This design comes from an exercise in tuning for small area, a short achievable clock period and few clock cycles on the open sky130 flow, not from production work.
Power figures rest on the tool's default switching activity, not on a simulated workload.

// L1_cache
module L1_cache
(
	input clk,
	input rst,
	input [31:0] mem_address, mem_wdata,
	input logic mem_read, mem_write,
	input [3:0] mem_byte_enable,
	output [31:0] mem_rdata,
	output logic mem_resp,
	input logic pmem_resp,
	input [255:0] pmem_rdata,
	output pmem_read, pmem_write,
	output logic [31:0] pmem_address,
	output [255:0] pmem_wdata
);
logic [255:0] line;
logic [26:0] tag;
logic valid, dirty;
logic [7:0] wsel;      
logic [3:0] wbe;       
logic [31:0] rdata_q;  
logic [3:0] s, o;
wire req     = mem_read | mem_write;
wire cidle   = ~(s[3] | s[1] | s[0]);
wire hit     = valid & (tag == mem_address[31:5]);
wire st_done = s[1] & (|wbe);       
function automatic logic [3:0] next(input logic [3:0] q, input logic rq,
	input logic ht, input logic dn, input logic pr);
	logic rd, wr, rs, pd, cidle, miss, rd_start;
	{rd, wr, rs, pd} = q;
	cidle = ~(rd | rs | pd);
	miss = cidle & rq & ~ht;
	rd_start = (miss & ~dn) | (pd & wr & pr);
	next[3] = rd ? ~pr : rd_start;
	next[2] = wr ? ~pr : (~rd & dn);
	next[1] = (cidle & rq & ht) | (rd & pr);
	next[0] = pd ? ~(wr & pr) : (miss & dn);
endfunction
  ...
==> flow/config.mk <==
export PLATFORM = sky130hd
export DESIGN_NAME = L1_cache
export DESIGN_NICKNAME = L1_cache
export VERILOG_FILES = /design/flow/design.v
export SDC_FILE = /design/flow/constraint.sdc
export NUM_CORES = 4
export LEC_CHECK = 0
export ABC_AREA = 1
export CAP_MARGIN = 20
export CORE_AREA = 4 4 226 226
export DIE_AREA = 0 0 230 230
export PLACE_DENSITY = 0.6
export SLEW_MARGIN = 20
==> flow/constraint.sdc <==
create_clock -name core_clock -period 10.0 [get_ports {clk}]
set_input_delay 2.0000 -clock core_clock [delete_from_list [all_inputs] [get_ports {clk}]]
set_output_delay 2.0000 -clock core_clock [all_outputs]
set_load 0.01 [all_outputs]
standard.sh (not shown) runs the stock make flow with config.mk's settings and CLKGATE_MAP_FILE= SYNTH_SCRIPT=/design/flow/synth_recipe.tcl, a recipe that flattens the netlist after the stock synthesis.
==> flow/flow/run.sh <==
#!/bin/bash
# Standard layout, with plain buffers on the ports, a clock tree without
# dummy loads and timing repair aimed at a larger setup margin. The whole
# ORFS output goes to standard_flow.log.
set -euo pipefail
bash standard.sh "BUFFER_PORTS_ARGS=-buffer_cell sky130_fd_sc_hd__buf_1" \
  "CTS_ARGS=-sink_clustering_enable -repair_clock_nets -dont_use_dummy_load -buf_list sky130_fd_sc_hd__clkbuf_8 -root_buf sky130_fd_sc_hd__clkbuf_16" \
  SETUP_SLACK_MARGIN=7.0 finish > standard_flow.log 2>&1
The baseline ran to the end with no violations.
Then changed:
==> flow/flow/run.sh (replaced) <==
#!/bin/bash
# Standard layout, with plain buffers on the ports, a clock tree without
# dummy loads and timing repair aimed at a larger setup margin. The whole
# ORFS output goes to standard_flow.log.
set -euo pipefail
bash standard.sh "BUFFER_PORTS_ARGS=-buffer_cell sky130_fd_sc_hd__buf_1" \
  "CTS_ARGS=-sink_clustering_enable -repair_clock_nets -dont_use_dummy_load -buf_list sky130_fd_sc_hd__clkbuf_8 -root_buf sky130_fd_sc_hd__clkbuf_16 -sink_clustering_size 16 -sink_clustering_max_diameter 60" \
  SETUP_SLACK_MARGIN=6.8 finish > standard_flow.log 2>&1
Sequential share of layout area rises by 4.2 points.
Setup slack degrades by 0.046 ns.
Wire length falls by about 3%.
Cell area falls by 16%.
Sequential power came out lower by about 9%.
Combinational power fell by about 30%.
Cell count drops by 2.5%.
Function was not checked in any run of this note: the RTL went through the layout flow alone.

---

Setup of oak:
L1_cache again, from the RTL that the note above started with.
clock: 10.0 ns
lec_check: 0
abc_area: 1
cap_margin: 20
core_area: 4 4 226 226
die_area: 0 0 230 230
place_density: 0.6
slew_margin: 20
==> flow/flow/run.sh <==
#!/bin/bash
# Standard layout, with plain buffers on the ports, a clock tree without
# dummy loads and timing repair aimed at a larger setup margin. The whole
# ORFS output goes to standard_flow.log.
set -euo pipefail
bash standard.sh "BUFFER_PORTS_ARGS=-buffer_cell sky130_fd_sc_hd__buf_1" \
  "CTS_ARGS=-sink_clustering_enable -repair_clock_nets -dont_use_dummy_load -buf_list sky130_fd_sc_hd__clkbuf_8 -root_buf sky130_fd_sc_hd__clkbuf_16 -sink_clustering_size 16 -sink_clustering_max_diameter 60" \
  SETUP_SLACK_MARGIN=6.9 finish > standard_flow.log 2>&1
The flow did not stop early for oak: all stages ran, and the layout cleared the timing, DRC and antenna checks.
#### Input delta (pine over oak)
-- flow/flow/run.sh --
<<< oak, line 7
  "CTS_ARGS=-sink_clustering_enable -repair_clock_nets -dont_use_dummy_load -buf_list sky130_fd_sc_hd__clkbuf_8 -root_buf sky130_fd_sc_hd__clkbuf_16 -sink_clustering_size 16 -sink_clustering_max_diameter 60" \
>>> pine, line 7
  "CTS_ARGS=-sink_clustering_enable -repair_clock_nets -dont_use_dummy_load -buf_list sky130_fd_sc_hd__clkbuf_8 -root_buf sky130_fd_sc_hd__clkbuf_16 -sink_clustering_size 12 -sink_clustering_max_diameter 60 -sink_clustering_levels 1" \
Results
- For total area of multi-input combinational cells, oak and pine come out practically identical.
- pine against oak: final wirelength up 0.50%; number of iterations in the first detailed-routing pass up 1; total power up 0.000042 W; path length in cells of the critical path flat.
- From oak to pine the numbers moved as follows: biggest cell delay along the critical path roughly the same, share of the clock period used by the worst path after layout roughly the same.
- | final setup violation count | oak vs pine | ≈ equal |
--- input diff pine..birch ---
# pine
export LEC_CHECK = 0
export ABC_AREA = 1
export CAP_MARGIN = 20
export CORE_AREA = 4 4 226 226
export DIE_AREA = 0 0 230 230
export PLACE_DENSITY = 0.6
export SLEW_MARGIN = 20
create_clock -name core_clock -period 10.0 [get_ports {clk}]
# birch
export LEC_CHECK = 0
export ABC_AREA = 1
export CAP_MARGIN = 20
export CORE_AREA = 4 4 226 226
export DIE_AREA = 0 0 230 230
export PLACE_DENSITY = 0.45
export SLEW_MARGIN = 20
create_clock -name core_clock -period 10.0 [get_ports {clk}]
-- flow/flow/run.sh --
<<< pine, line 7
  "CTS_ARGS=-sink_clustering_enable -repair_clock_nets -dont_use_dummy_load -buf_list sky130_fd_sc_hd__clkbuf_8 -root_buf sky130_fd_sc_hd__clkbuf_16 -sink_clustering_size 12 -sink_clustering_max_diameter 60 -sink_clustering_levels 1" \
>>> birch, line 7
  "CTS_ARGS=-sink_clustering_enable -repair_clock_nets -dont_use_dummy_load -buf_list sky130_fd_sc_hd__clkbuf_8 -root_buf sky130_fd_sc_hd__clkbuf_16" \
==> notes.md <==
Going from pine to birch, maximum cell stage delay along the critical path shows a reduction of 0.02 ns; post-layout total power shows an increase of 7.0%; area of the core shows no meaningful change; combinational share of power shows a reduction of 2.3 points; power dissipated in the clock network shows an increase of about 38%.
pine vs birch, timing startpoint of the critical path: tag[13] vs tag[9]
No functional check of the RTL was part of any run of this note.

==> re-timing with driven ports <==
The flow's constraints put no driver on any port. The routed layouts listed below were extracted and timed again, unchanged, in two steps.
Step 1 assumes that a clkbuf_16 drives the clock port and a buf_2 every other input.
Step 2 also shifts input and output timing later by t, the mid clock arrival at the registers, as if the neighbouring blocks saw the same clock.
a / b / c = no drivers / after step 1 / after step 2; a / b = the first two.
run	t, ns	setup WS [ns]	worst hold slack (ns)	worst register clock-pin slew, ns	pins driven straight from the clock port
the first run of note 1	0.582	6.883 / 6.824 / 6.344	0.483 / 0.483 / 0.483	0.06 / 0.06	1
the second run of note 1	0.566	6.837 / 6.790 / 6.255	0.484 / 0.484 / 0.484	0.11 / 0.11	1
oak	0.566	6.870 / 6.812 / 6.351	0.483 / 0.483 / 0.483	0.11 / 0.11	1
pine	0.563	6.884 / 6.827 / 6.316	0.485 / 0.485 / 0.485	0.09 / 0.09	1
birch	0.587	6.893 / 6.833 / 6.361	0.480 / 0.480 / 0.480	0.06 / 0.06	1
After both steps every run listed still meets setup and hold. For the second run of note 1, which loses most, drivers alone change the setup slack by -0.047 ns; drivers and shift together by -0.582 ns.
